Background: an optimization exercise with open tools, aiming at small area. Do not read the settings as production practice. At most, simulation tests tie the RTL to the original design; equivalence was not proved. For run 2, only the layout was checked, not whether the RTL still works. The flow treats the clock pin as an ideal source, which a real chip does not have. No activity file was given, so power comes from the tool's default toggle rates.

## flow/flow/run.sh

```bash
#!/bin/bash
# Own layout flow: the standard flow (standard.sh) with
#  - synthesis through flow/own_synth.tcl: the standard synthesis script with
#    area-oriented ABC mapping and only full-adder cell extraction (no
#    half-adder cells); registers are mapped exactly as in the standard
#    synthesis,
#  - port buffers of the smallest buffer cell,
#  - a small clock tree of inverters built by flow/post_cts.tcl after CTS
#    (flow/pre_cts.tcl tells CTS to leave the clock net alone): the
#    registers in CLK_GROUPS groups of near-equal size by position, one
#    CLK_LEAF_INV per group, one CLK_ROOT_INV from the clock port to the
#    group inverters.
# Each tool's output is in orfs/logs/; make's output is in own_flow.log.
set -euo pipefail
W=$(pwd)
sed -e "s|SYNTH_SCRIPT=[^ ]*|SYNTH_SCRIPT=$W/flow/own_synth.tcl|" standard.sh > own_standard.sh
export BUFFER_PORTS_ARGS="-buffer_cell sky130_fd_sc_hd__buf_1"
export PRE_CTS_TCL=$W/flow/pre_cts.tcl
export POST_CTS_TCL=$W/flow/post_cts.tcl
export CLK_GROUPS=5
export CLK_ROOT_INV=sky130_fd_sc_hd__inv_4
export CLK_LEAF_INV=sky130_fd_sc_hd__inv_8
bash own_standard.sh finish > own_flow.log 2>&1
```

## flow/flow/area.abc

```
strash; dch -f; amap; topo; dnsize
```

## flow/flow/own_synth.tcl

```tcl
set ::own_flow_dir [file dirname [file normalize [info script]]]
proc synth {args} { yosys synth -nofsm -noshare {*}$args }
# area-oriented mapping: full adder cells only, ABC area mapping (area.abc)
proc extract_fa {args} { yosys extract_fa -fa }
proc abc {args} {
  global lib_args lib_dont_use_args
  yosys abc {*}$lib_args {*}$lib_dont_use_args -script $::own_flow_dir/area.abc
}
# constant outputs get the smallest buffer
proc insbuf {args} { yosys insbuf -buf sky130_fd_sc_hd__buf_1 A X }
source $::env(SCRIPTS_DIR)/synth.tcl
# left out here: clear keep_hierarchy, flatten, clean up, hide names made inside functions, write 1_2_yosys.v
```

## flow/flow/post_cts.tcl

```tcl
# Clock tree of inverters, built after CTS (which is left nothing to do):
# the registers in CLK_GROUPS groups of near-equal size by position (k-means
# with a size cap); each group is driven by one CLK_LEAF_INV at its centre,
# and one CLK_ROOT_INV between the clock port and the leaf inverters, so every
# register sees the clock through two inversions.
set ngroups $::env(CLK_GROUPS)
set db [ord::get_db]
set block [ord::get_db_block]
set leafm [$db findMaster $::env(CLK_LEAF_INV)]
set rootm [$db findMaster $::env(CLK_ROOT_INV)]
set net [$block findNet clk]
set sinks {}
foreach it [$net getITerms] {
  set bb [[$it getInst] getBBox]
  lappend sinks [list $it [expr {([$bb xMin] + [$bb xMax]) / 2.0}] [expr {([$bb yMin] + [$bb yMax]) / 2.0}]]
}
set n [llength $sinks]
set sorted [lsort -real -index 0 [lmap s $sinks {list [expr {[lindex $s 1] + [lindex $s 2]}] {*}$s}]]
set cx {}
set cy {}
for {set g 0} {$g < $ngroups} {incr g} {
  set s [lindex $sorted [expr {int(($g + 0.5) * $n / $ngroups)}]]
  lappend cx [lindex $s 2]
  lappend cy [lindex $s 3]
}
set cap [expr {($n + $ngroups - 1) / $ngroups}]
for {set iter 0} {$iter < 30} {incr iter} {
  set pairs {}
  set i 0
  foreach s $sinks {
    for {set g 0} {$g < $ngroups} {incr g} {
      lappend pairs [list [expr {abs([lindex $s 1] - [lindex $cx $g]) + abs([lindex $s 2] - [lindex $cy $g])}] $i $g]
    }
    incr i
  }
  set pairs [lsort -real -index 0 $pairs]
  set taken [lrepeat $n 0]
  set count [lrepeat $ngroups 0]
  set members [lrepeat $ngroups {}]
  foreach pr $pairs {
    lassign $pr d i g
    if {[lindex $taken $i] || [lindex $count $g] >= $cap} continue
    lset taken $i 1
    lset count $g [expr {[lindex $count $g] + 1}]
    lset members $g [concat [lindex $members $g] [list [lindex $sinks $i]]]
  }
  for {set g 0} {$g < $ngroups} {incr g} {
    set m [lindex $members $g]
    if {[llength $m] == 0} continue
    set sx 0.0
    set sy 0.0
    foreach s $m { set sx [expr {$sx + [lindex $s 1]}]; set sy [expr {$sy + [lindex $s 2]}] }
    lset cx $g [expr {$sx / [llength $m]}]
    lset cy $g [expr {$sy / [llength $m]}]
  }
}
proc place_at {inst x y} {
  $inst setLocation [expr {int($x)}] [expr {int($y)}]
  $inst setPlacementStatus PLACED
}
# root inverter at the centre of the groups
set rx 0.0
set ry 0.0
for {set g 0} {$g < $ngroups} {incr g} { set rx [expr {$rx + [lindex $cx $g]}]; set ry [expr {$ry + [lindex $cy $g]}] }
set root [odb::dbInst_create $block $rootm clkinv_root]
place_at $root [expr {$rx / $ngroups}] [expr {$ry / $ngroups}]
set rnet [odb::dbNet_create $block clknet_root]
$rnet setSigType CLOCK
[$root findITerm A] connect $net
[$root findITerm Y] connect $rnet
for {set g 0} {$g < $ngroups} {incr g} {
  set m [lindex $members $g]
  if {[llength $m] == 0} continue
  set leaf [odb::dbInst_create $block $leafm clkinv_g$g]
  place_at $leaf [lindex $cx $g] [lindex $cy $g]
  set gnet [odb::dbNet_create $block clknet_g$g]
  $gnet setSigType CLOCK
  [$leaf findITerm A] connect $rnet
  [$leaf findITerm Y] connect $gnet
  foreach s $m {
    set it [lindex $s 0]
    $it disconnect
    $it connect $gnet
  }
  puts "post_cts: group $g: [llength $m] registers"
}
puts "post_cts: clock port drives [llength [$net getITerms]] pins"
detailed_placement
check_placement -verbose
estimate_parasitics -placement
report_clock_skew
```

## flow/flow/pre_cts.tcl

```tcl
# CTS builds no tree: flow/post_cts.tcl builds it after CTS
set_cts_config -skip_nets clk
```

## flow/standard.sh

```bash
#!/bin/bash
# synth_recipe.tcl (not shown) runs the flow's synth.tcl, then flattens the netlist and writes it again
# the make line also repeats each setting of config.mk as NAME=value (left out here)
make -C /OpenROAD-flow-scripts/flow DESIGN_CONFIG=/design/flow/config.mk WORK_HOME=/design/flow/orfs CLKGATE_MAP_FILE= SYNTH_SCRIPT=/design/flow/synth_recipe.tcl "${@:-finish}"
```

## flow/config.mk

```make
export PLATFORM = sky130hd
export DESIGN_NAME = module_top
export DESIGN_NICKNAME = module_top
export VERILOG_FILES = /design/flow/design.v
export SDC_FILE = /design/flow/constraint.sdc
export NUM_CORES = 4
export LEC_CHECK = 0
export CAP_MARGIN = 20
export CORE_MARGIN = 2
export CORE_UTILIZATION = 55
export GPL_TIMING_DRIVEN = 0
export SLEW_MARGIN = 20
```

## flow/constraint.sdc

```tcl
create_clock -name core_clock -period 10.0 [get_ports {clk}]
set_input_delay 2.0000 -clock core_clock [delete_from_list [all_inputs] [get_ports {clk}]]
set_output_delay 2.0000 -clock core_clock [all_outputs]
set_load 0.01 [all_outputs]
```

## flow/design.v

```verilog
module module_top (
    input  logic        clk,
    input  logic [3:0]  fil,
    input  logic        rst_in,
    input  logic        rst,
    output logic        rst_1,
    output logic [3:0]  col,
    output logic [6:0]  seg,
    output logic        seg_dot,
    output logic [3:0]  cats
);
    assign rst_1   = 1'b1;
    assign seg_dot = 1'b0;
    logic [14:0] sc;
    logic [1:0]  idx;        
    wire term = ~sc[14] & sc[13] & ~sc[12] & sc[11] & sc[9] & sc[7] & sc[6] & sc[5]
              & ~sc[4] & sc[3] & sc[1] & ~sc[0];
    always_ff @(posedge clk) begin
        if (rst || term) sc <= 15'd28769;
        else             sc <= {~sc[13:0], sc[14] ^ sc[0]};
        if (rst)       idx <= 2'd0;
        else if (term) idx <= idx + 2'd1;
    end
    assign col = 4'b0001 << idx;
    logic any_row, rst_in_reg;     
    always_ff @(posedge clk) begin
        if (rst) begin
            any_row    <= 1'b0;
            rst_in_reg <= 1'b0;
        end else begin
            any_row    <= |fil;
            rst_in_reg <= rst_in;
        end
    end
    logic press, reset, pulse, pulse_rst;
    module_DeBounce DB     (.clk(clk), .rst(rst), .button_in(any_row),    .DB_out(press), .pulse(pulse));
    module_DeBounce DB_rst (.clk(clk), .rst(rst), .button_in(rst_in_reg), .DB_out(reset), .pulse(pulse_rst));
    logic [3:0] key;
    always_comb begin
        key = 4'h0;
        case (fil)
            4'b0001: case (idx) 2'd0: key = 4'h1; 2'd1: key = 4'h2; 2'd2: key = 4'h3; 2'd3: key = 4'hA; endcase
            4'b0010: case (idx) 2'd0: key = 4'h4; 2'd1: key = 4'h5; 2'd2: key = 4'h6; 2'd3: key = 4'hB; endcase
            4'b0100: case (idx) 2'd0: key = 4'h7; 2'd1: key = 4'h8; 2'd2: key = 4'h9; 2'd3: key = 4'hC; endcase
            4'b1000: case (idx) 2'd0: key = 4'hE; 2'd1: key = 4'h0; 2'd2: key = 4'hF; 2'd3: key = 4'hD; endcase
            default: key = 4'h0;
        endcase
    end
    logic [3:0] numero;
    always_ff @(posedge clk)
        numero <= pulse ? (numero & {4{~reset}}) : key;
    localparam logic [2:0] INICIO = 3'b000, PRIMERO = 3'b001, SEG1 = 3'b011, SEGUNDO = 3'b010,
                           DIVIDIR = 3'b110, RESET = 3'b100;
    logic [2:0] state;
    always_ff @(posedge clk) begin
        if (rst || reset) state <= INICIO;
        else case (state)
            INICIO:  if (press) state <= PRIMERO;
            PRIMERO: if (press) state <= SEG1;
            SEG1:    state <= SEGUNDO;    
            SEGUNDO: if (press) state <= DIVIDIR;
            DIVIDIR: if (press) state <= RESET;
            default: state <= INICIO;
        endcase
    end
    wire sel_disp = (state == DIVIDIR);
    wire clr_ab   = rst | reset | (state == RESET);
    logic [3:0] A, B;
    always_ff @(posedge clk) begin
        if (clr_ab) begin
            A <= '0;
            B <= '0;
        end else begin
            if (press && state == INICIO)  A <= numero;
            if (press && state == PRIMERO) B <= numero;
        end
    end
    logic [2:0] dst;
    logic [3:0] Rr, Q;
    wire        busy = dst[1];
    wire        a = dst[2] ? (dst[0] ? A[0] : A[1]) : (dst[0] ? A[3] : A[2]);
    wire  [3:0] x = {Rr[2:0], a};
    wire  [4:0] bw;
    wire  [3:0] d;
    assign bw[0] = 1'b0;
    for (genvar i = 0; i < 4; i++) begin : fsub
        assign d[i]    = x[i] ^ B[i] ^ bw[i];
        assign bw[i+1] = (~x[i] & B[i]) | (~x[i] & bw[i]) | (B[i] & bw[i]);
    end
    wire signo = Rr[3] ^ bw[4];      
    always_ff @(posedge clk) begin
        if (rst) begin
            dst <= 3'b000;
            Rr  <= '0;
            Q   <= '0;
        end else begin
            if (dst == 3'b001) Rr <= '0;
            if (busy) begin
                Q  <= {Q[2:0], ~signo};
                Rr <= signo ? x : d;
            end
            case (dst)
                3'b000:  if (state == SEG1 && B != 4'd0) dst <= 3'b001;
                3'b001:  dst <= 3'b011;
                3'b011:  dst <= 3'b010;
                3'b010:  dst <= 3'b110;
                3'b110:  dst <= 3'b111;
                default: dst <= 3'b000;
            endcase
        end
    end
    wire [3:0] v   = idx[1] ? Q : Rr;
    wire       ten = v[3] & (v[2] | v[1]);
    wire [3:0] one = ten ? {1'b0, v[2] & v[1], v[2] & ~v[1], v[0]} : v;
    wire [3:0] num = sel_disp ? (idx[0] ? {3'b000, ten} : one)
                              : (idx == 2'd1 ? B : idx == 2'd2 ? A : 4'h8);
    always_comb begin
        case (num)
            4'h0: seg = 7'b0111111;
            4'h1: seg = 7'b0000110;
            4'h2: seg = 7'b1011011;
            4'h3: seg = 7'b1001111;
            4'h4: seg = 7'b1100110;
            4'h5: seg = 7'b1101101;
            4'h6: seg = 7'b1111101;
            4'h7: seg = 7'b0000111;
            4'h8: seg = 7'b1111111;
            4'h9: seg = 7'b1101111;
            4'hA: seg = 7'b1110111;
            4'hB: seg = 7'b1111100;
            4'hC: seg = 7'b0111001;
            4'hD: seg = 7'b1011110;
            4'hE: seg = 7'b1111001;
            default: seg = 7'b1110001;
        endcase
    end
    assign cats = ~(sel_disp ? col : {1'b0, idx == 2'd2, idx == 2'd1, 1'b0});
endmodule
module module_DeBounce (
    input  logic clk,
    input  logic rst,
    input  logic button_in,   
    output logic DB_out,      
    output logic pulse        
);
    localparam logic [2:0] IDLE = 3'd6, PULSE = 3'd7, WL1 = 3'd5, WLF = 3'd3,
                           INHF = 3'd1, WAIT_LOW = 3'd0, INHIBITED = 3'd2;
    logic        DFF1;
    logic [19:0] lf;
    logic [2:0]  state;
    wire t512  = ~lf[13] & ~lf[9] & lf[5] & ~lf[4] & lf[2] & ~lf[1];
    wire t2p19 = ~lf[18] & lf[17] & ~lf[16] & lf[15] & ~lf[14] & lf[13] & ~lf[12] & ~lf[10]
               & lf[9] & ~lf[8] & ~lf[7] & ~lf[6] & ~lf[5] & ~lf[3] & ~lf[2] & ~lf[1] & ~lf[0];
    assign DB_out = (state == WLF) || (state == INHF);
    assign pulse  = (state == WL1);
    always_ff @(posedge clk)
        if (button_in ^ DFF1) lf <= '0;
        else                  lf <= {~lf[18:0], ~(lf[19] ^ lf[16])};
    always_ff @(posedge clk) begin
        if (rst) begin
            DFF1  <= 1'b0;
            state <= IDLE;
        end else begin
            DFF1 <= button_in;
            case (state)
                IDLE:      if (t512 && DFF1) state <= PULSE;
                PULSE:     state <= WL1;
                WL1:       state <= DFF1 ? WLF : INHF;
                WLF:       state <= DFF1 ? WAIT_LOW : INHIBITED;
                INHF:      state <= INHIBITED;    
                WAIT_LOW:  if (!DFF1) state <= INHIBITED;
                INHIBITED: if (t2p19 && !DFF1) state <= IDLE;
                default:   state <= INHIBITED;
            endcase
        end
    end
endmodule
```

==> flow_summary_export.csv, run 1 <==
group,metric,value,unit
floorplan,die_area,6920,µm²
cells_and_area,multi_input_area,1410,µm²
critical_path,worst-setup-path-type,"reg2out",
floorplan,die_h,83.2,µm
global_routing,antenna_found_initial,0,
routing,drtIter0Drc,138,
clock_tree,clkSlewWorstSetupHoldPaths,0.10,ns
timing,fin_ws,4.79,ns
pwr,p_per_area,174,nW/µm²
critical_path,start_kind,"flop",
timing,max_freq,0.192,GHz
cells_and_area,antenna_cells,0,
critical_path,reg2reg_slack,6.76,ns
critical_path,cp.required,8.00,ns
floorplan,start_util,0.576,
clock_tree,clk_latency,0.24,ns
cells_and_area,n_fill_cell,531,
cells_and_area,nets,444,
timing,setup_viol,0,
critical_path,path_max_fanout,8,
place,port_buffers,21,
run_status,status,"no timing/DRC/antenna violations",
cells_and_area,top_regs,"DB.lf x20, DB_rst.lf x20, sc x15",
synthesis,ys_ff_latch,93,
timing,hold_slack,0.386,ns
cells_and_area,seq_area,1860,µm²
floorplan,die_w,83.2,µm
synthesis,synth_fp_nets,415,
synthesis,syn_inst,405,
routing,num_vias,2862,
synthesis,syn_avg_cell_area,8.51,µm²
routing,final_antenna_net_count,0,
synthesis,yosysSeqAreaShare,0.540,
worst_hold_path,hold_class,"reg2reg",
place,dpl.hpwl,4.94,mm
cells_and_area,drive_gt1_frac,0.0185,
timing,fin_skew,0.0121,ns
floorplan,std_cell_rows,28,
global_routing,globalRouteTotalUtil,0.190,
synthesis,syn-cell-area,3450,µm²
pwr,ir_drop,0.116,mV
global_routing,grt_pass1_wl,11.4,mm
critical_path,rr_worst_depth,14,
critical_path,endpoint,"seg[3]",
timing,period_needed,5.21,ns
routing,top_layer_used,"met4",
routing,wl_met2,2.92,mm
cells_and_area,area.growth.synth_to_final,7.18,%
critical_path,worst_r2r_endpoint,"Rr[3]",
place,dp_slack,5.18,ns
routing,vias_per_cell,5.64,
floorplan,num_io_pins,24,
synthesis,synthFlopType,"dfxtp_1",
routing,drc,0,
timing,timing.final.crit_share,0.521,
critical_path,cp-end-kind,"primary output",
timing,maxSlewHeadroom,0.396,
critical_path,cp_data_arrival_time,3.21,ns
timing,finalHoldViolations,0,
timing,drv_slew,0,
routing,route.met3.wl,326,µm
timing,worst_pin_slew,0.906,ns
critical_path,worst_r2r_startpoint,"dst[0]",
synthesis,yosysWarnings,2,
pwr,p_leak,1.29,nW
routing,wl_met1,3.30,mm
worst_hold_path,hold_start,"DB.lf[11]",
routing,drtPass1Iterations,5,
routing,routed_wl,6.65,mm
synthesis,synth_enable_flop_cells,0,
cells_and_area,final_util,0.617,
run,max-cap-violations,0,
global_routing,grt_pass1_vias,2598,
timing,finalSetupTns,0,ns
timing,rsz0062_at_grt,"false",
global_routing,grt_max_degree,21,
global_routing,grt-ovfl-total,0,
place,gp_congestion,0.826,
synthesis,synthArstFlopShare,0,
synthesis,yosysUniqueCellTypes,34,
critical_path,setup.worst_path.start,"state[2]",
routing,wl_per_cell,13.1,µm
floorplan,fp.coreArea,5990,µm²
## layout make-up
type                    count  area share
inverters                  54      0.0657
well taps                  75      0.0254
flip-flops and latches     93       0.504
repair buffers             21      0.0213
plain buffers               2     0.00203
multi-input cells         262       0.382
## worst min path at each step
stage	endpoint	slack, ns	cells past startpoint
6_report	DB.lf[12]	0.39	1
5_1_grt	sc[9]	0.39	1
3_5_place_dp	sc[11]	0.37	1
3_3_place_gp	DB_rst.lf[12]	0.37	1
2_1_floorplan	DB.lf[12]	0.37	1
## cells by family after synthesis
logic type	count (synthesis)	share of synthesized area
adder cells (fa/ha/maj)	3	0.0174
AND/OR/NAND/NOR	167	0.221
AO/OA/AOI/OAI	90	0.165
other	2	0.00218
flip-flops	93	0.540
buffers and inverters	50	0.0544
## placed cells by master, fill, tap and decap left out, types with 7 or more instances in the layout
cell type / count
dfxtp_1: 93
o22ai_1: 17
nor4_1: 15
o21ai_0: 23
buf_1: 23
nand2_1: 14
clkinv_1: 48
nor3_1: 13
nor2_1: 98
a22oi_1: 7
nand3_1: 9
a21oi_1: 21
## report_power, final
group          switching (W)  internal, W
Clock               0.000124    0.0000191
Combinational      0.0000384    0.0000263
Sequential         0.0000257     0.000409
## worst max-delay path, cell delays in order, from the launching register on
cell,delay [ns]
dfxtp_1,0.42
clkinv_1,0.13
nor2_1,0.49
nand2_1,0.18
o32ai_1,0.68
clkinv_1,0.34
nor2_1,0.28
o21ai_0,0.12
o311ai_0,0.13
buf_1,0.19
## synthesized netlist by cell type, types with 7 or more instances
library cell	number	area [µm²]
nor2_1	98	368
dfxtp_1	93	1860
clkinv_1	48	180
o21ai_0	23	115
a21oi_1	21	105
o22ai_1	19	119
nor4_1	15	93.8
nand2_1	14	52.6
nor3_1	13	65.1
nand3_1	9	45.0
a22oi_1	7	52.6
## per-layer routing
| layer | vias to the layer above | GRT usage |
|---|---|---|
| met5 | - | 0 |
| met4 | 0 | 0.0328 |
| met3 | 11 | 0.0199 |
| met2 | 67 | 0.320 |
| met1 | 1319 | 0.270 |
| li1 | 1465 | - |
## per-stage QoR
| step | cells | area, µm² | power (W) |
|---|---|---|---|
| finish | 507 | 3700 | 0.000643 |
| detailed placement | 501 | 3630 | 0.000508 |
| global placement | 501 | 3620 | 0.000504 |
| floorplan | 405 | 3450 | 0.000488 |
| global route | 507 | 3700 | 0.000677 |
==> run 2, diff against run 1 <==
--- a/flow/design.v
+++ b/flow/design.v
@@ -78,3 +78,4 @@
     logic [2:0] dst;
-    logic [3:0] Rr, Q;
+    logic [3:0] Rr, Qn;
+    wire  [3:0] Q = ~Qn;
     wire        busy = dst[1];
@@ -94,3 +95,3 @@
             Rr  <= '0;
-            Q   <= '0;
+            Qn  <= '1;
         end else begin
@@ -98,3 +99,3 @@
             if (busy) begin
-                Q  <= {Q[2:0], ~signo};
+                Qn <= {Qn[2:0], signo};
                 Rr <= signo ? x : d;
--- a/flow/flow/run.sh
+++ b/flow/flow/run.sh
@@ -19,5 +19,5 @@
 export POST_CTS_TCL=$W/flow/post_cts.tcl
-export CLK_GROUPS=5
+export CLK_GROUPS=6
 export CLK_ROOT_INV=sky130_fd_sc_hd__inv_4
-export CLK_LEAF_INV=sky130_fd_sc_hd__inv_8
+export CLK_LEAF_INV=sky130_fd_sc_hd__inv_6
 bash own_standard.sh finish > own_flow.log 2>&1
==> run 2 against run 1 <==
  * Synthesized cell count is 0.49% higher
  * First-iteration DRC count is 12% lower
  * Critical endpoint unchanged
  * Via count is 1.2% lower
  * Utilization is 0.15 points lower
  * Cell count is 0.59% higher
  * Routed wire length is 0.87% lower
  * Highest routed layer unchanged
  * Area after synthesis is 0.15% lower
  * Combinational power is 6.9% higher
  * Still clean on timing, DRC and antenna
  * Final area is 0.24% lower
==> flow_summary_export.csv, run 2 <==
group,metric,value,unit
timing,hold_slack,0.387,ns
routing,routed_wl,6.59,mm
routing,drtPass1Iterations,4,
timing,period_needed,5.03,ns
timing,max_freq,0.199,GHz
critical_path,worst_r2r_startpoint,"dst[0]",
pwr,totalPowerFinal,0.000640,W
timing,rsz0062_at_grt,"false",
routing,final_antenna_net_count,0,
critical_path,cp.required,8.00,ns
synthesis,synthArstFlopShare,0,
cells_and_area,area.growth.synth_to_final,7.09,%
timing,finalSetupTns,0,ns
worst_hold_path,hold_start,"sc[10]",
place,dpl.hpwl,5.06,mm
routing,drtIter0Drc,122,
cells_and_area,nets,447,
run,max-cap-violations,0,
timing,timing.final.crit_share,0.503,
synthesis,syn_avg_cell_area,8.46,µm²
floorplan,die_area,6910,µm²
critical_path,reg2reg_slack,6.77,ns
floorplan,std_cell_rows,28,
synthesis,ys_ff_latch,93,
critical_path,cp-end-kind,"primary output",
cells_and_area,fin_area,3690,µm²
critical_path,crit_family,"compound AO/OA/AOI/OAI gates",
timing,setup_viol,0,
global_routing,grt-ovfl-total,0,
critical_path,cp_data_arrival_time,3.03,ns
place,port_buffers,21,
routing,vias_per_cell,5.54,
synthesis,synth_fp_nets,417,
global_routing,globalRouteTotalUtil,0.184,
synthesis,syn-cell-area,3440,µm²
synthesis,yosysWarnings,2,
cells_and_area,top_regs,"DB.lf x20, DB_rst.lf x20, sc x15",
critical_path,path_max_fanout,10,
global_routing,antenna_found_initial,0,
routing,wl_per_cell,12.9,µm
synthesis,netlist_top_cells_area,"dfxtp_1 54%, nor2_1 10%, clkinv_1 5.5%",
synthesis,ys_top_cells_by_count,"95 x nor2_1, 93 x dfxtp_1, 50 x clkinv_1",
critical_path,cpPeakStageDelay,0.51,ns
synthesis,yosysUniqueCellTypes,37,
place,dpl_cell_area,3630,µm²
global_routing,grt_pass1_vias,2463,
synthesis,synthFlopType,"dfxtp_1",
critical_path,start_kind,"flop",
cells_and_area,n_fill_cell,568,
critical_path,worstPathCellList,"clkinv_1 -> o22ai_1 -> clkinv_1 -> nor2_1 -> a21oi_1 -> o32ai_1 -> clkinv_1 -> nor2_1 -> nor2_1 -> o21ai_0 -> o311ai_0 -> buf_1",
clock_tree,clk_latency,0.22,ns
synthesis,synth_enable_flop_cells,0,
timing,fin_skew,0.0109,ns
floorplan,num_io_pins,24,
synthesis,synth_top_area_share,0.541,
critical_path,worst-setup-path-type,"reg2out",
timing,drv_slew,0,
synthesis,synth_most_common_cell,"nor2_1",
worst_hold_path,hold_class,"reg2reg",
floorplan,fp.coreArea,5990,µm²
critical_path,crit_buf_inv,4,
pwr,p_per_area,174,nW/µm²
run_status,status,"no timing/DRC/antenna violations",
pwr,ir_drop,0.129,mV
floorplan,die_h,83.1,µm
cells_and_area,drive_gt1_frac,0.0207,
cells_and_area,layout_common_cells,"95 x nor2_1, 93 x dfxtp_1, 50 x clkinv_1",
floorplan,start_util,0.575,
timing,finalHoldViolations,0,
routing,drc,0,
synthesis,synth_top_area_cell,"dfxtp_1",
routing,num_vias,2827,
timing,maxSlewHeadroom,0.486,
pwr,p_leak,1.28,nW
global_routing,grt_pass1_wl,11.2,mm
synthesis,yosysSeqAreaShare,0.541,
cells_and_area,final_common_cell,"nor2_1",
floorplan,die_w,83.1,µm
place,gp_congestion,0.792,
timing,worst_pin_slew,0.770,ns
synthesis,syn_inst,407,
global_routing,grt_max_degree,21,
critical_path,setup.worst_path.start,"idx[1]",
cells_and_area,antenna_cells,0,
critical_path,slowest_stage,"o32ai_1",
clock_tree,clkSlewWorstSetupHoldPaths,0.09,ns
==> run 2: changes by cell type after synthesis, sizes merged, moves of 3 or more <==
cell and change:
a22oi -4, nor4 -4, o221a -4, nor2 -3
nor3 -3, o22a +3, o22ai +3, or4 +3
==> run 2: stage by stage <==
stage / setup slack, ns / instances / util
floorplan: 5.78 / 407 / -
global placement: 5.33 / 503 / 0.604
detailed placement: 5.28 / 503 / 0.606
global route: 4.60 / 510 / 0.615
finish: 4.97 / 510 / 0.615
==> run 2: kinds of logic after synthesis <==
logic type | count (synthesis) | synth area share
AOI/OAI and AO/OA | 95 | 0.170
other | 2 | 0.00218
adders and majority gates | 3 | 0.0174
and+or+nand+nor | 162 | 0.213
DFF | 93 | 0.541
buffers and inverters | 52 | 0.0567
==> run 2: routing by layer <==
| metal | vias up | GRT usage | share of wire |
|---|---|---|---|
| met5 | - | 0 | 0 |
| met2 | 47 | 0.301 | 0.45 |
| met4 | 0 | 0.0224 | 0.012 |
| met3 | 9 | 0.0189 | 0.039 |
| met1 | 1295 | 0.272 | 0.50 |
| li1 | 1476 | - | - |
==> run 2: final cells by class <==
| cell class | instances | area [µm²] | area share |
|---|---|---|---|
| inverters | 57 | 246 | 0.0668 |
| plain buffers | 2 | 7.51 | 0.00204 |
| flip-flops and latches | 93 | 1860 | 0.505 |
| multi-input cells | 262 | 1400 | 0.379 |
| repair buffers | 21 | 78.8 | 0.0214 |
| well taps | 75 | 93.8 | 0.0254 |
==> run 2: where the power goes <==
part           switching (W)  leakage [nW]  internal [W]
sequential         0.0000257         0.771      0.000410
combinational      0.0000403         0.476     0.0000290
clock               0.000118        0.0316     0.0000168
total               0.000184          1.28      0.000456
==> run 2: worst paths after layout <==
check	endpoint	cells after the start
setup / recovery	seg[3]	12
hold / removal	sc[11]	1
setup reg to reg	Rr[2]	13
hold reg to reg	sc[11]	1
==> run 3, diff against run 2 <==
--- a/flow/design.v
+++ b/flow/design.v
@@ -48,31 +48,28 @@
     end
-    logic [3:0] numero;
-    always_ff @(posedge clk)
-        numero <= pulse ? (numero & {4{~reset}}) : key;
     localparam logic [2:0] INICIO = 3'b000, PRIMERO = 3'b001, SEG1 = 3'b011, SEGUNDO = 3'b010,
                            DIVIDIR = 3'b110, RESET = 3'b100;
-    logic [2:0] state;
-    always_ff @(posedge clk) begin
-        if (rst || reset) state <= INICIO;
+    logic [2:0] state, state_n;
+    always_comb begin
+        if (rst || reset) state_n = INICIO;
         else case (state)
-            INICIO:  if (press) state <= PRIMERO;
-            PRIMERO: if (press) state <= SEG1;
-            SEG1:    state <= SEGUNDO;    
-            SEGUNDO: if (press) state <= DIVIDIR;
-            DIVIDIR: if (press) state <= RESET;
-            default: state <= INICIO;
+            INICIO:  state_n = press ? PRIMERO : INICIO;
+            PRIMERO: state_n = press ? SEG1 : PRIMERO;
+            SEG1:    state_n = SEGUNDO;    
+            SEGUNDO: state_n = press ? DIVIDIR : SEGUNDO;
+            DIVIDIR: state_n = press ? RESET : DIVIDIR;
+            default: state_n = INICIO;
         endcase
     end
+    always_ff @(posedge clk) state <= state_n;
     wire sel_disp = (state == DIVIDIR);
-    wire clr_ab   = rst | reset | (state == RESET);
     logic [3:0] A, B;
+    wire  [3:0] numero_next_A = pulse ? (A & {4{~reset}}) : key;
+    wire  [3:0] numero_next_B = pulse ? (B & {4{~reset}}) : key;
     always_ff @(posedge clk) begin
-        if (clr_ab) begin
-            A <= '0;
-            B <= '0;
-        end else begin
-            if (press && state == INICIO)  A <= numero;
-            if (press && state == PRIMERO) B <= numero;
-        end
+        if (state_n == INICIO)  A <= numero_next_A;
+        if (state_n == INICIO)  B <= 4'h0;
+        else if (state_n == PRIMERO) B <= numero_next_B;
     end
+    wire        a_zero = (state == INICIO);                       
+    wire        b_zero = (state == INICIO) | (state == PRIMERO);   
     logic [2:0] dst;
@@ -81,3 +78,3 @@
     wire        busy = dst[1];
-    wire        a = dst[2] ? (dst[0] ? A[0] : A[1]) : (dst[0] ? A[3] : A[2]);
+    wire        a = ~a_zero & (dst[2] ? (dst[0] ? A[0] : A[1]) : (dst[0] ? A[3] : A[2]));
     wire  [3:0] x = {Rr[2:0], a};
@@ -116,3 +113,3 @@
     wire [3:0] num = sel_disp ? (idx[0] ? {3'b000, ten} : one)
-                              : (idx == 2'd1 ? B : idx == 2'd2 ? A : 4'h8);
+                              : (idx == 2'd1 ? (B & {4{~b_zero}}) : idx == 2'd2 ? (A & {4{~a_zero}}) : 4'h8);
     always_comb begin
==> run 3 against run 2 <==
  * Synthesized cell count decreased by 2.0%
  * Routed wire length rose by 3.7%
  * Still clean
  * Critical endpoint is now seg[0]
  * Largest cell class unchanged
  * Sequential cell count fell by 4
  * Critical path depth shrank 1
  * Cell count is 1.6% lower
  * Highest routed layer unchanged
  * Global-route usage up 0.77 points
  * Critical path type unchanged
  * Area after synthesis is 0.76% lower
==> flow_summary_export.csv, run 3 <==
group,metric,value,unit
routing,num_vias,2851,
critical_path,slowest_stage,"o32ai_1",
synthesis,synth_top_area_cell,"dfxtp_1",
routing,drtIter0Drc,124,
timing,period_needed,5.33,ns
critical_path,start_kind,"flop",
synthesis,syn-cell-area,3420,µm²
floorplan,die_w,82.8,µm
timing,worst_pin_slew,0.923,ns
synthesis,syn_avg_cell_area,8.56,µm²
critical_path,cpPeakStageDelay,0.57,ns
synthesis,netlist_top_cells_area,"dfxtp_1 50%, nor2_1 11%, clkinv_1 5.2%",
critical_path,worstPathCellList,"clkinv_1 -> o22ai_1 -> clkinv_1 -> nor2_1 -> o21ai_0 -> o32ai_1 -> clkinv_1 -> nor2_1 -> o21ai_0 -> o22a_1 -> buf_1",
cells_and_area,antenna_cells,0,
global_routing,grt_pass1_wl,11.5,mm
floorplan,die_h,82.8,µm
routing,drc,0,
critical_path,worst-setup-path-type,"reg2out",
synthesis,yosysWarnings,2,
timing,drv_slew,0,
routing,vias_per_cell,5.68,
global_routing,antenna_found_initial,0,
global_routing,grt_pass1_vias,2579,
routing,wl_per_cell,13.6,µm
global_routing,globalRouteTotalUtil,0.191,
floorplan,fp.coreArea,5960,µm²
timing,fin_skew,0.0262,ns
synthesis,synth_fp_nets,409,
pwr,p_leak,1.26,nW
synthesis,synthArstFlopShare,0,
global_routing,grt_max_degree,21,
run_status,status,"no timing/DRC/antenna violations",
pwr,ir_drop,0.107,mV
place,gp_congestion,0.880,
synthesis,synth_top_area_share,0.498,
floorplan,num_io_pins,24,
place,dpl.hpwl,4.98,mm
routing,final_antenna_net_count,0,
critical_path,cp-end-kind,"primary output",
cells_and_area,final_util,0.615,
cells_and_area,final_common_cell,"nor2_1",
pwr,p_per_area,171,nW/µm²
timing,timing.final.crit_share,0.533,
timing,max_freq,0.188,GHz
floorplan,std_cell_rows,28,
floorplan,die_area,6860,µm²
critical_path,cp.required,8.00,ns
synthesis,syn_inst,399,
critical_path,path_max_fanout,10,
cells_and_area,top_regs,"DB.lf x20, DB_rst.lf x20, sc x15",
clock_tree,clk_latency,0.25,ns
synthesis,synth_most_common_cell,"nor2_1",
cells_and_area,n_fill_cell,561,
clock_tree,clkSlewWorstSetupHoldPaths,0.09,ns
routing,drtPass1Iterations,4,
cells_and_area,area.growth.synth_to_final,7.14,%
run,max-cap-violations,0,
timing,finalSetupTns,0,ns
timing,finalHoldViolations,0,
global_routing,grt-ovfl-total,0,
synthesis,ys_top_cells_by_count,"101 x nor2_1, 85 x dfxtp_1, 47 x clkinv_1",
cells_and_area,multi_input_area,1420,µm²
synthesis,synth_enable_flop_cells,4,
cells_and_area,seq_area,1820,µm²
synthesis,yosysUniqueCellTypes,37,
timing,setup_viol,0,
critical_path,cpMostUsedCell,"clkinv_1",
timing,rsz0062_at_grt,"false",
synthesis,synthFlopType,"dfxtp_1",
cells_and_area,nets,439,
critical_path,cp_data_arrival_time,3.33,ns
floorplan,start_util,0.574,
routing,routed_wl,6.84,mm
worst_hold_path,hold_class,"reg2reg",
cells_and_area,layout_common_cells,"101 x nor2_1, 85 x dfxtp_1, 47 x clkinv_1",
place,port_buffers,21,
cells_and_area,drive_gt1_frac,0.0211,
synthesis,ys_ff_latch,89,
synthesis,yosysSeqAreaShare,0.533,
timing,maxSlewHeadroom,0.383,
run 3: changes by cell type in the layout (fill, tap and decap cells not counted), moves of 5 or more:
| cell | delta |
|---|---|
| a21oi_1 | -9 |
| o21ai_0 | -6 |
| nor3_1 | +8 |
| o22a_1 | +5 |
| o22ai_1 | -8 |
| dfxtp_1 | -8 |
| nor2_1 | +6 |
run 3: worst paths after layout:
path	cells after the start	endpoint	from	slack [ns]
setup / recovery	11	seg[0]	idx[1]	4.67
hold / removal	1	sc[3]	sc[2]	0.39
setup reg to reg	13	Rr[2]	state[1]	6.29
hold reg to reg	1	sc[3]	sc[2]	0.39
run 3: metrics by stage:
step / area [µm²] / hold slack (ns) / power [W] / std cells / setup slack (ns)
finish: 3660 / 0.390 / 0.000625 / 502 / 4.67
global route: 3660 / 0.405 / 0.000656 / 502 / 4.37
detailed placement: 3600 / 0.380 / 0.000490 / 495 / 5.05
global placement: 3590 / 0.371 / 0.000487 / 495 / 5.10
floorplan: 3420 / 0.368 / 0.000470 / 399 / 5.56
run 3: critical path: cells and delay by family, from the launching register on:
kind | cells | cell delay [ns]
compound gates | 5 | 1.39
flops | 1 | 0.52
buf+inv | 4 | 0.80
simple gates | 2 | 0.40
run 3: cells by family (layout without fill, tap and decap cells):
| kind of cell | count (synthesis) | after routing | synth area share |
|---|---|---|---|
| buf+inv | 49 | 77 | 0.0538 |
| other cells | 2 | 2 | 0.00220 |
| flops | 89 | 89 | 0.533 |
| compound gates | 84 | 84 | 0.166 |
| fa+ha+maj | 3 | 3 | 0.0176 |
| simple gates | 172 | 172 | 0.228 |
run 3: final cells by class:
| class | instances | share of cell area |
|---|---|---|
| plain buffers | 2 | 0.00205 |
| inverters | 54 | 0.0643 |
| multi-input cells | 261 | 0.389 |
| flip-flops and latches | 89 | 0.498 |
| well taps | 75 | 0.0256 |
| repair buffers | 21 | 0.0215 |
run 3: routing by layer:
layer | up-vias | track usage | wire, µm
li1 | 1459 | - | -
met1 | 1331 | 0.266 | 3360
met2 | 54 | 0.326 | 3040
met3 | 7 | 0.0229 | 325
met4 | 0 | 0.0343 | 113
met5 | - | 0 | 0
run 3: power by group:
part           switching (W)  leakage, nW  internal (W)
clock network       0.000125       0.0316     0.0000168
registers          0.0000224        0.753      0.000395
logic              0.0000390        0.473     0.0000261
==> run 4, diff against run 3 <==
--- a/flow/flow/run.sh
+++ b/flow/flow/run.sh
@@ -19,5 +19,5 @@
 export POST_CTS_TCL=$W/flow/post_cts.tcl
-export CLK_GROUPS=6
+export CLK_GROUPS=5
 export CLK_ROOT_INV=sky130_fd_sc_hd__inv_4
-export CLK_LEAF_INV=sky130_fd_sc_hd__inv_6
+export CLK_LEAF_INV=sky130_fd_sc_hd__inv_8
 bash own_standard.sh finish > own_flow.log 2>&1
==> run 4 against run 3 <==
  * First-iteration DRC count increased by 8.9%
  * Combinational power decreased by 0.9%
  * Critical path depth unchanged
  * Clock skew decreased by 0.013 ns
  * Sequential cell count unchanged
  * Maximum frequency increased by 0.20%
  * Total power about the same
  * Routed wire length decreased by 2.5%
==> flow_summary_export.csv, run 4 <==
group,metric,value,unit
run_status,status,"no timing/DRC/antenna violations",
cells_and_area,drive_gt1_frac,0.0188,
timing,maxSlewHeadroom,0.398,
synthesis,syn_avg_cell_area,8.56,µm²
synthesis,syn_inst,399,
synthesis,synth_enable_flop_cells,4,
floorplan,std_cell_rows,28,
timing,drv_slew,0,
timing,max_freq,0.188,GHz
critical_path,cp_data_arrival_time,3.32,ns
pwr,p_sw_frac,0.295,
floorplan,die_area,6860,µm²
place,dpl_cell_area,3600,µm²
synthesis,ys_ff_latch,89,
global_routing,grt_pass1_vias,2563,
cells_and_area,fin_area,3660,µm²
cells_and_area,antenna_cells,0,
routing,drtPass1Iterations,4,
run,max-cap-violations,0,
cells_and_area,top_regs,"DB.lf x20, DB_rst.lf x20, sc x15",
critical_path,cp-end-kind,"primary output",
synthesis,syn-cell-area,3420,µm²
global_routing,grt_max_degree,21,
pwr,intPower,0.000440,W
synthesis,netlist_top_cells_area,"dfxtp_1 50%, nor2_1 11%, clkinv_1 5.2%",
timing,rsz0062_at_grt,"false",
global_routing,globalRouteTotalUtil,0.190,
synthesis,ys_top_cells_by_count,"101 x nor2_1, 85 x dfxtp_1, 47 x clkinv_1",
clock_tree,clkSlewWorstSetupHoldPaths,0.08,ns
place,dp_slack,5.05,ns
pwr,ir_drop,0.131,mV
global_routing,grt_pass1_wl,11.4,mm
routing,vias_per_cell,5.69,
cells_and_area,layout_common_cells,"101 x nor2_1, 85 x dfxtp_1, 47 x clkinv_1",
routing,drc,0,
synthesis,yosysUniqueCellTypes,37,
critical_path,setup.worst_path.start,"idx[1]",
timing,timing.final.crit_share,0.532,
place,dp_cells,495,
critical_path,worst-setup-path-type,"reg2out",
synthesis,synth_fp_nets,409,
global_routing,grt-ovfl-total,0,
floorplan,start_util,0.574,
floorplan,num_io_pins,24,
cells_and_area,stdcell_count,501,
cells_and_area,final_common_cell,"nor2_1",
synthesis,yosysSeqAreaShare,0.533,
pwr,comb_power_share,0.103,
synthesis,synth_most_common_cell,"nor2_1",
pwr,power.net_switching,0.000185,W
pwr,pwr-share-clk,0.229,
cells_and_area,nets,438,
place,port_buffers,21,
synthesis,synth_top_area_share,0.498,
pwr,p_per_area,171,nW/µm²
pwr,p_leak,1.26,nW
timing,period_needed,5.32,ns
routing,wl_per_cell,13.3,µm
floorplan,die_w,82.8,µm
critical_path,path_max_fanout,10,
synthesis,synth_top_area_cell,"dfxtp_1",
cells_and_area,n_fill_cell,545,
routing,num_vias,2849,
timing,finalSetupTns,0,ns
critical_path,start_kind,"flop",
timing,worst_pin_slew,0.900,ns
worst_hold_path,hold_class,"reg2reg",
pwr,power_frac_seq,0.668,
place,gp_congestion,0.880,
timing,finalHoldViolations,0,
timing,setup_viol,0,
synthesis,synthFlopType,"dfxtp_1",
synthesis,yosysWarnings,2,
timing,fin_ws,4.68,ns
critical_path,cp.required,8.00,ns
routing,drtIter0Drc,135,
routing,routed_wl,6.67,mm
synthesis,synthArstFlopShare,0,
clock_tree,clk_latency,0.23,ns
cells_and_area,final_util,0.615,
critical_path,worst_r2r_startpoint,"state[1]",
floorplan,fp.coreArea,5960,µm²
worst_hold_path,hold_start,"sc[2]",
cells_and_area,area.growth.synth_to_final,7.25,%
timing,fin_skew,0.0128,ns
floorplan,die_h,82.8,µm
global_routing,antenna_found_initial,0,
routing,final_antenna_net_count,0,
place,dpl.hpwl,4.98,mm
## run 4: layer usage
layer / up-vias / track usage / wire length, µm
li1: 1456 / - / -
met1: 1297 / 0.270 / 3210
met2: 86 / 0.319 / 2980
met3: 10 / 0.0239 / 387
met4: 0 / 0.0253 / 89
met5: - / 0 / 0
## run 4: worst paths after layout
| path | endpoint | slack (ns) | depth (start not counted) |
|---|---|---|---|
| max reg2reg | Rr[1] | 6.29 | 13 |
| min reg2reg | sc[3] | 0.39 | 1 |
| min | sc[3] | 0.39 | 1 |
| max | seg[0] | 4.68 | 11 |
## run 4: layout make-up
type                            instances  area [µm²]  share of cell area
Buffer                                  2        7.51             0.00205
Inverter                               53         239              0.0652
Multi-Input combinational cell        261        1420               0.389
Sequential cell                        89        1820               0.497
Tap cell                               75        93.8              0.0256
Timing Repair Buffer                   21        78.8              0.0215
## run 4: cell families after synthesis
| kind of cell | synth area share |
|---|---|
| adders and majority gates | 0.0176 |
| DFF | 0.533 |
| and+or+nand+nor | 0.228 |
| AOI/OAI and AO/OA | 0.166 |
| buffers and inverters | 0.0538 |
| other | 0.00220 |
## run 4: worst max-delay path, stage by stage (launching register included)
cell and delay, ns:
dfxtp_1 0.52, clkinv_1 0.25, o22ai_1 0.31, clkinv_1 0.16
nor2_1 0.13, o21ai_0 0.09, o32ai_1 0.57, clkinv_1 0.26
nor2_1 0.26, o21ai_0 0.16, o22a_1 0.26, buf_1 0.12
## run 4: per-stage QoR
stage | power [W] | hold slack [ns]
2_1_floorplan | 0.000470 | 0.368
3_3_place_gp | 0.000487 | 0.371
3_5_place_dp | 0.000490 | 0.380
5_1_grt | 0.000660 | 0.406
6_report | 0.000625 | 0.388
## run 4: power groups by stage
| stage | clock network [W] | logic (W) | registers (W) |
|---|---|---|---|
| after global routing | 0.000162 | 0.0000752 | 0.000423 |
| after floorplan | 0 | 0.0000504 | 0.000420 |
| after global placement | 0 | 0.0000611 | 0.000426 |
| after detailed placement | 0 | 0.0000642 | 0.000426 |
| final | 0.000143 | 0.0000645 | 0.000417 |
==> run 5, diff against run 4 <==
==> flow/flow/area.abc (replaced) <==
strash; dch -f; amap; strash; dch -f; amap; strash; dch -f; amap; strash; dch -f; amap; strash; dch -f; amap; strash; dch -f; amap; topo; dnsize
--- a/flow/flow/own_synth.tcl
+++ b/flow/flow/own_synth.tcl
@@ -2,3 +2,4 @@
 proc synth {args} { yosys synth -nofsm -noshare {*}$args }
-# area-oriented mapping: full adder cells only, ABC area mapping (area.abc)
+# area-oriented mapping: full adder cells only, ABC area mapping (area.abc:
+# six rounds of choice computation and area mapping)
 proc extract_fa {args} { yosys extract_fa -fa }
==> run 5 against run 4 <==
  * Still clean
  * Die area is 1.5% lower
  * Sequential share of layout area is 0.72 points higher
  * Sequential power is 3% lower
  * Area after synthesis is 1.5% lower
  * Final area is 1.4% lower
  * Register-to-register slack worse by 0.10 ns
  * Cell count is 0.40% higher
  * Critical endpoint is now seg[3]
==> flow_summary_export.csv, run 5 <==
group,metric,value,unit
run_status,status,"no timing/DRC/antenna violations",
critical_path,path_max_fanout,7,
critical_path,reg2reg_slack,6.19,ns
cells_and_area,nets,440,
pwr,pwr-share-clk,0.245,
cells_and_area,area.growth.synth_to_final,7.36,%
cells_and_area,fin_area,3610,µm²
pwr,power_frac_seq,0.696,
place,dp_slack,4.92,ns
critical_path,worst_r2r_endpoint,"Rr[0]",
cells_and_area,drive_gt1_frac,0.0187,
routing,drtPass1Iterations,4,
routing,drtIter0Drc,228,
routing,final_antenna_net_count,0,
timing,rsz0062_at_grt,"false",
synthesis,synthArstFlopShare,0,
timing,timing.final.crit_share,0.536,
cells_and_area,top_regs,"DB.lf x20, DB_rst.lf x20, sc x15",
critical_path,cp.required,8.00,ns
critical_path,cpPeakStageDelay,0.73,ns
worst_hold_path,hold_class,"reg2reg",
synthesis,netlist_top_cells_area,"dfxtp_1 51%, nor2_1 12%, clkinv_1 5.4%",
pwr,p_sw_frac,0.276,
synthesis,syn_avg_cell_area,8.39,µm²
routing,wl_per_cell,13.3,µm
place,gp_congestion,0.912,
synthesis,synth_fp_nets,411,
timing,finalHoldViolations,0,
routing,routed_wl,6.67,mm
synthesis,yosysWarnings,2,
synthesis,syn-cell-area,3360,µm²
critical_path,worst-setup-path-type,"reg2out",
critical_path,start_kind,"flop",
cells_and_area,seq_area,1820,µm²
place,dp_cells,497,
critical_path,cp-end-kind,"primary output",
synthesis,yosysUniqueCellTypes,34,
synthesis,synth_enable_flop_cells,4,
global_routing,grt_pass1_wl,11.4,mm
floorplan,fp.coreArea,5920,µm²
critical_path,worst_r2r_startpoint,"dst[0]",
synthesis,synth_top_area_share,0.506,
timing,setup_viol,0,
pwr,power.net_switching,0.000161,W
floorplan,die_w,82.2,µm
place,dpl.hpwl,4.99,mm
timing,worst_pin_slew,0.794,ns
synthesis,yosysSeqAreaShare,0.541,
critical_path,rr_worst_depth,14,
synthesis,synthFlopType,"dfxtp_1",
floorplan,num_io_pins,24,
cells_and_area,final_common_cell,"nor2_1",
floorplan,std_cell_rows,28,
critical_path,worstPathCellList,"clkinv_1 -> nor2_1 -> clkinv_1 -> nor2_1 -> clkinv_1 -> o32ai_1 -> clkinv_1 -> nor3_1 -> a311o_1 -> buf_1",
synthesis,synth_most_common_cell,"nor2_1",
worst_hold_path,worstHoldEndpoint,"sc[11]",
pwr,comb_power_share,0.059,
run,max-cap-violations,0,
pwr,p_per_area,161,nW/µm²
worst_hold_path,hold_start,"sc[10]",
clock_tree,clkSlewWorstSetupHoldPaths,0.09,ns
pwr,intPower,0.000422,W
synthesis,ys_top_cells_by_count,"104 x nor2_1, 85 x dfxtp_1, 48 x clkinv_1",
timing,fin_skew,0.0118,ns
timing,period_needed,5.36,ns
global_routing,grt_max_degree,21,
clock_tree,clk_latency,0.24,ns
floorplan,die_h,82.2,µm
timing,finalSetupTns,0,ns
place,port_buffers,21,
timing,fin_ws,4.64,ns
global_routing,grt-ovfl-total,0,
cells_and_area,multi_input_area,1370,µm²
synthesis,synth_top_area_cell,"dfxtp_1",
pwr,ir_drop,0.150,mV
pwr,p_leak,1.30,nW
routing,num_vias,2785,
synthesis,ys_ff_latch,89,
cells_and_area,n_fill_cell,553,
cells_and_area,layout_common_cells,"104 x nor2_1, 85 x dfxtp_1, 48 x clkinv_1",
synthesis,syn_inst,401,
worst_hold_path,min_path_cells,1,
critical_path,crit_buf_inv,5,
global_routing,globalRouteTotalUtil,0.207,
floorplan,start_util,0.568,
global_routing,antenna_found_initial,0,
routing,drc,0,
global_routing,grt_pass1_vias,2439,
critical_path,cpMostUsedCell,"clkinv_1",
routing,vias_per_cell,5.54,
timing,drv_slew,0,
timing,max_freq,0.186,GHz
place,dpl_cell_area,3550,µm²
timing,maxSlewHeadroom,0.469,
cells_and_area,stdcell_count,503,
floorplan,die_area,6760,µm²
cells_and_area,antenna_cells,0,
critical_path,slowest_stage,"o32ai_1",
critical_path,crit_family,"simple AND/OR/NAND/NOR gates",
critical_path,cp_data_arrival_time,3.36,ns
==> run 5: cell types whose count changed after synthesis, sizes merged, moves of 3 or more <==
cell,change
nand2,+9
nor2,+3
o221ai,+7
a2111oi,-4
a221oi,-4
nand4,+3
a21oi,+5
o22ai,-6
nor4,-3
o31ai,-3
==> run 5: stage by stage <==
stage	power, W	hold WS, ns	utilization
finish	0.000582	0.391	0.610
global route	0.000610	0.399	0.610
detailed placement	0.000448	0.378	0.600
global placement	0.000446	0.369	0.597
floorplan	0.000435	0.368	-
==> run 5: cell type report <==
type	instances	share of cell area
Timing Repair Buffer	21	0.0218
Inverter	54	0.0672
Buffer	2	0.00208
Multi-Input combinational cell	262	0.379
Tap cell	75	0.0260
Sequential cell	89	0.504
==> run 5: power groups by stage <==
stage	Clock, W	Combinational [W]	Sequential (W)
after global routing	0.000160	0.0000403	0.000410
after detailed placement	0	0.0000348	0.000414
after floorplan	0	0.0000265	0.000408
final	0.000142	0.0000344	0.000406
after global placement	0	0.0000332	0.000413
==> run 5: cell families (layout without fill, tap and decap cells) <==
family,Yosys count,in the layout,share of synthesized area
AOI/OAI and AO/OA,78,78,0.153
DFF,89,89,0.541
other,2,2,0.00223
buffers and inverters,50,77,0.0558
and+or+nand+nor,179,179,0.230
adders and majority gates,3,3,0.0179
==> run 5: how the worst max path moves through the flow <==
stage,from,endpoint,cells after the start
after floorplan,state[2],seg[3],9
after global placement,state[2],seg[3],10
after detailed placement,state[2],seg[3],10
after global routing,state[2],seg[0],12
final,state[2],seg[3],10
==> run 5: per-layer routing <==
metal,share of wire,track usage,vias to the layer above
li1,-,-,1422
met1,0.48,0.312,1278
met2,0.44,0.322,73
met3,0.053,0.0174,12
met4,0.022,0.0483,0
met5,0,0,-
==> run 5: worst register-to-register path: stages (launching register included) <==
cell and delay [ns]:
dfxtp_1 0.43, clkinv_1 0.16, o21ai_0 0.18, a21oi_1 0.05
o21ai_0 0.36, nand2_1 0.13, fa_1 0.39, fa_1 0.38
fa_1 0.39, a21oi_1 0.38, clkinv_1 0.27, o21a_1 0.23
nor3_1 0.23, a21oi_1 0.07, nor2_1 0.09
==> run 6, diff against run 5 <==
==> flow/flow/area.abc (replaced) <==
strash; &get -n; &deepsyn -T 120; &put; strash; dch -f; amap; strash; dch -f; amap; strash; dch -f; amap; strash; dch -f; amap; strash; dch -f; amap; strash; dch -f; amap; topo; dnsize
--- a/flow/flow/own_synth.tcl
+++ b/flow/flow/own_synth.tcl
@@ -3,3 +3,4 @@
 # area-oriented mapping: full adder cells only, ABC area mapping (area.abc:
-# six rounds of choice computation and area mapping)
+# SAT-based AIG resynthesis for up to 120 s, then six rounds of choice
+# computation and area mapping)
 proc extract_fa {args} { yosys extract_fa -fa }
==> run 6 against run 5 <==
  * Area after synthesis is 2.2% lower
  * Total power hardly changed
  * Synthesized cell count is 6.7% lower
  * Register-to-register slack better by 0.54 ns
  * Global-route usage is 0.58 points lower
  * Critical path type unchanged
  * Critical endpoint is now seg[2]
  * Highest routed layer unchanged
==> flow_summary_export.csv, run 6 <==
group,metric,value,unit
synthesis,syn-cell-area,3290,µm²
critical_path,path_max_fanout,7,
pwr,p_leak,1.22,nW
pwr,p_per_area,165,nW/µm²
cells_and_area,area.growth.synth_to_final,7.53,%
run,max-cap-violations,0,
timing,max_freq,0.189,GHz
cells_and_area,antenna_cells,0,
worst_hold_path,min_path_cells,1,
synthesis,yosysWarnings,2,
synthesis,ys_top_cells_by_count,"89 x nor2_1, 85 x dfxtp_1, 42 x clkinv_1",
critical_path,worstPathCellList,"clkinv_1 -> nor2_1 -> nand2_1 -> o22ai_1 -> nor2_1 -> a41oi_1 -> nor2_1 -> o21a_1 -> nor3_1 -> o22a_1 -> buf_1",
critical_path,worst_r2r_startpoint,"state[1]",
floorplan,die_area,6620,µm²
floorplan,die_h,81.4,µm
cells_and_area,nets,413,
routing,final_antenna_net_count,0,
timing,drv_slew,0,
timing,period_needed,5.30,ns
timing,finalSetupTns,0,ns
clock_tree,clk_latency,0.24,ns
critical_path,rr_worst_depth,10,
routing,drc,0,
synthesis,synthFlopType,"dfxtp_1",
routing,vias_per_cell,5.55,
floorplan,num_io_pins,24,
synthesis,yosysUniqueCellTypes,35,
routing,routed_wl,6.53,mm
global_routing,grt_pass1_wl,10.8,mm
cells_and_area,final_util,0.605,
cells_and_area,final_common_cell,"nor2_1",
synthesis,synthArstFlopShare,0,
synthesis,synth_top_area_share,0.517,
timing,hold_slack,0.383,ns
floorplan,start_util,0.563,
critical_path,cp-end-kind,"primary output",
critical_path,worst-setup-path-type,"reg2out",
synthesis,netlist_top_cells_area,"dfxtp_1 52%, nor2_1 10%, clkinv_1 4.8%",
synthesis,synth_most_common_cell,"nor2_1",
routing,num_vias,2640,
cells_and_area,layout_common_cells,"89 x nor2_1, 85 x dfxtp_1, 42 x clkinv_1",
timing,finalHoldViolations,0,
critical_path,cpPeakStageDelay,0.48,ns
synthesis,yosysSeqAreaShare,0.553,
synthesis,synth_top_area_cell,"dfxtp_1",
critical_path,slowest_stage,"dfxtp_1",
timing,setup_viol,0,
critical_path,setup.worst_path.start,"idx[0]",
critical_path,worst_r2r_endpoint,"Rr[0]",
floorplan,std_cell_rows,28,
global_routing,globalRouteTotalUtil,0.201,
place,port_buffers,21,
floorplan,die_w,81.4,µm
routing,drtPass1Iterations,6,
run_status,status,"no timing/DRC/antenna violations",
synthesis,ys_ff_latch,89,
worst_hold_path,hold_start,"sc[10]",
place,dp_slack,5.03,ns
place,dpl_cell_area,3480,µm²
routing,wl_per_cell,13.7,µm
timing,fin_ws,4.70,ns
global_routing,grt-ovfl-total,0,
critical_path,start_kind,"flop",
timing,maxSlewHeadroom,0.467,
global_routing,grt_max_degree,21,
place,gp_congestion,0.857,
timing,rsz0062_at_grt,"false",
critical_path,cpMostUsedCell,"nor2_1",
global_routing,grt_pass1_vias,2347,
critical_path,cp_data_arrival_time,3.30,ns
synthesis,syn_avg_cell_area,8.80,µm²
clock_tree,clkSlewWorstSetupHoldPaths,0.10,ns
cells_and_area,top_regs,"DB.lf x20, DB_rst.lf x20, sc x15",
pwr,ir_drop,0.117,mV
global_routing,antenna_found_initial,0,
floorplan,fp.coreArea,5850,µm²
synthesis,synth_enable_flop_cells,4,
critical_path,cp.required,8.00,ns
cells_and_area,drive_gt1_frac,0.0200,
timing,timing.final.crit_share,0.530,
critical_path,endpoint,"seg[2]",
worst_hold_path,hold_class,"reg2reg",
timing,worst_pin_slew,0.799,ns
critical_path,reg2reg_slack,6.73,ns
synthesis,syn_inst,374,
synthesis,synth_fp_nets,384,
place,dpl.hpwl,4.83,mm
timing,fin_skew,0.0103,ns
cells_and_area,fin_area,3540,µm²
routing,drtIter0Drc,87,
[run 6: cell types whose count changed in the layout (fill, tap and decap cells not counted), moves of 4 or more]
cell      previous run  this run
clkinv_1            48        42
nand2_1             24        19
a21oi_1             18        10
nor2_1             104        89
o21ai_0             18         7
o221ai_1             7         3
o22ai_1              6        14
[run 6: worst min-delay path by stage]
| stage | endpoint | slack [ns] |
|---|---|---|
| after floorplan | sc[5] | 0.36 |
| after global placement | sc[11] | 0.37 |
| after detailed placement | sc[5] | 0.37 |
| after global routing | DB_rst.lf[12] | 0.40 |
| final | sc[11] | 0.38 |
[run 6: final cells by class]
type	count	area [µm²]
Multi-Input combinational cell	241	1320
Sequential cell	89	1820
Fill cell	530	2310
Timing Repair Buffer	21	78.8
Tap cell	75	93.8
Buffer	2	7.51
Inverter	48	220
[run 6: cell families (layout without fill, tap and decap cells)]
kind of cell    after synthesis  after routing  synth area share
other cells                   2              2           0.00228
compound gates               67             67             0.143
fa+ha+maj                     3              3            0.0182
simple gates                169            169             0.233
buf+inv                      44             71            0.0502
flops                        89             89             0.553
[run 6: per-stage QoR]
step           power (W)  instances
2_1_floorplan   0.000435        374
3_3_place_gp    0.000448        470
3_5_place_dp    0.000449        470
5_1_grt         0.000615        476
6_report        0.000583        476
[run 6: per-layer routing]
layer / global-route usage / up-vias / part of all wire
met3: 0.0211 / 11 / 0.036
met4: 0.0390 / 0 / 0.021
met2: 0.338 / 51 / 0.45
li1: - / 1359 / -
met5: 0 / - / 0
met1: 0.283 / 1219 / 0.50
[run 6: report_power, final]
part	switching, W	total [W]	internal [W]
clock	0.000123	0.000142	0.0000191
sequential	0.0000174	0.000406	0.000388
combinational	0.0000206	0.0000352	0.0000146
[run 6: worst max-delay path: cells and delay by family (launching register included)]
| kind | cells | cell delay, ns |
|---|---|---|
| and+or+nand+nor | 5 | 1.15 |
| DFF | 1 | 0.48 |
| buffers and inverters | 2 | 0.43 |
| AOI/OAI and AO/OA | 4 | 1.01 |

## static timing again, ports no longer ideal
Ports are ideal in the flow. The routed layouts listed here were re-timed in OpenROAD.
Step 1 sets driving cells, clkbuf_16 on the clock port and buf_2 on the other inputs (assumed; they add their load-dependent delay and slew).
Step 2 also shifts input and output timing later by t, the mid clock arrival at the registers, as if the neighbouring blocks saw the same clock.
a / b / c = ideal ports / drivers / drivers and shift; a / b = the first two.
| run | t (ns) | setup slack, ns | worst setup path after step 2 | worst register clock-pin slew, ns | worst slew at a driven data input, ns |
|---|---|---|---|---|---|
| run 1 | 0.268 | 4.789 / 4.754 / 5.022 | register to output | 0.10 / 0.10 | 0.04 |
| run 2 | 0.254 | 4.966 / 4.932 / 5.185 | register to output | 0.10 / 0.10 | 0.03 |
| run 3 | 0.267 | 4.674 / 4.642 / 4.908 | register to output | 0.12 / 0.12 | 0.03 |
| run 4 | 0.262 | 4.685 / 4.649 / 4.911 | register to output | 0.10 / 0.10 | 0.03 |
| run 5 | 0.266 | 4.636 / 4.601 / 4.867 | register to output | 0.10 / 0.10 | 0.03 |
| run 6 | 0.267 | 4.699 / 4.663 / 4.930 | register to output | 0.10 / 0.10 | 0.03 |
After both steps setup and hold are still met in every run listed.
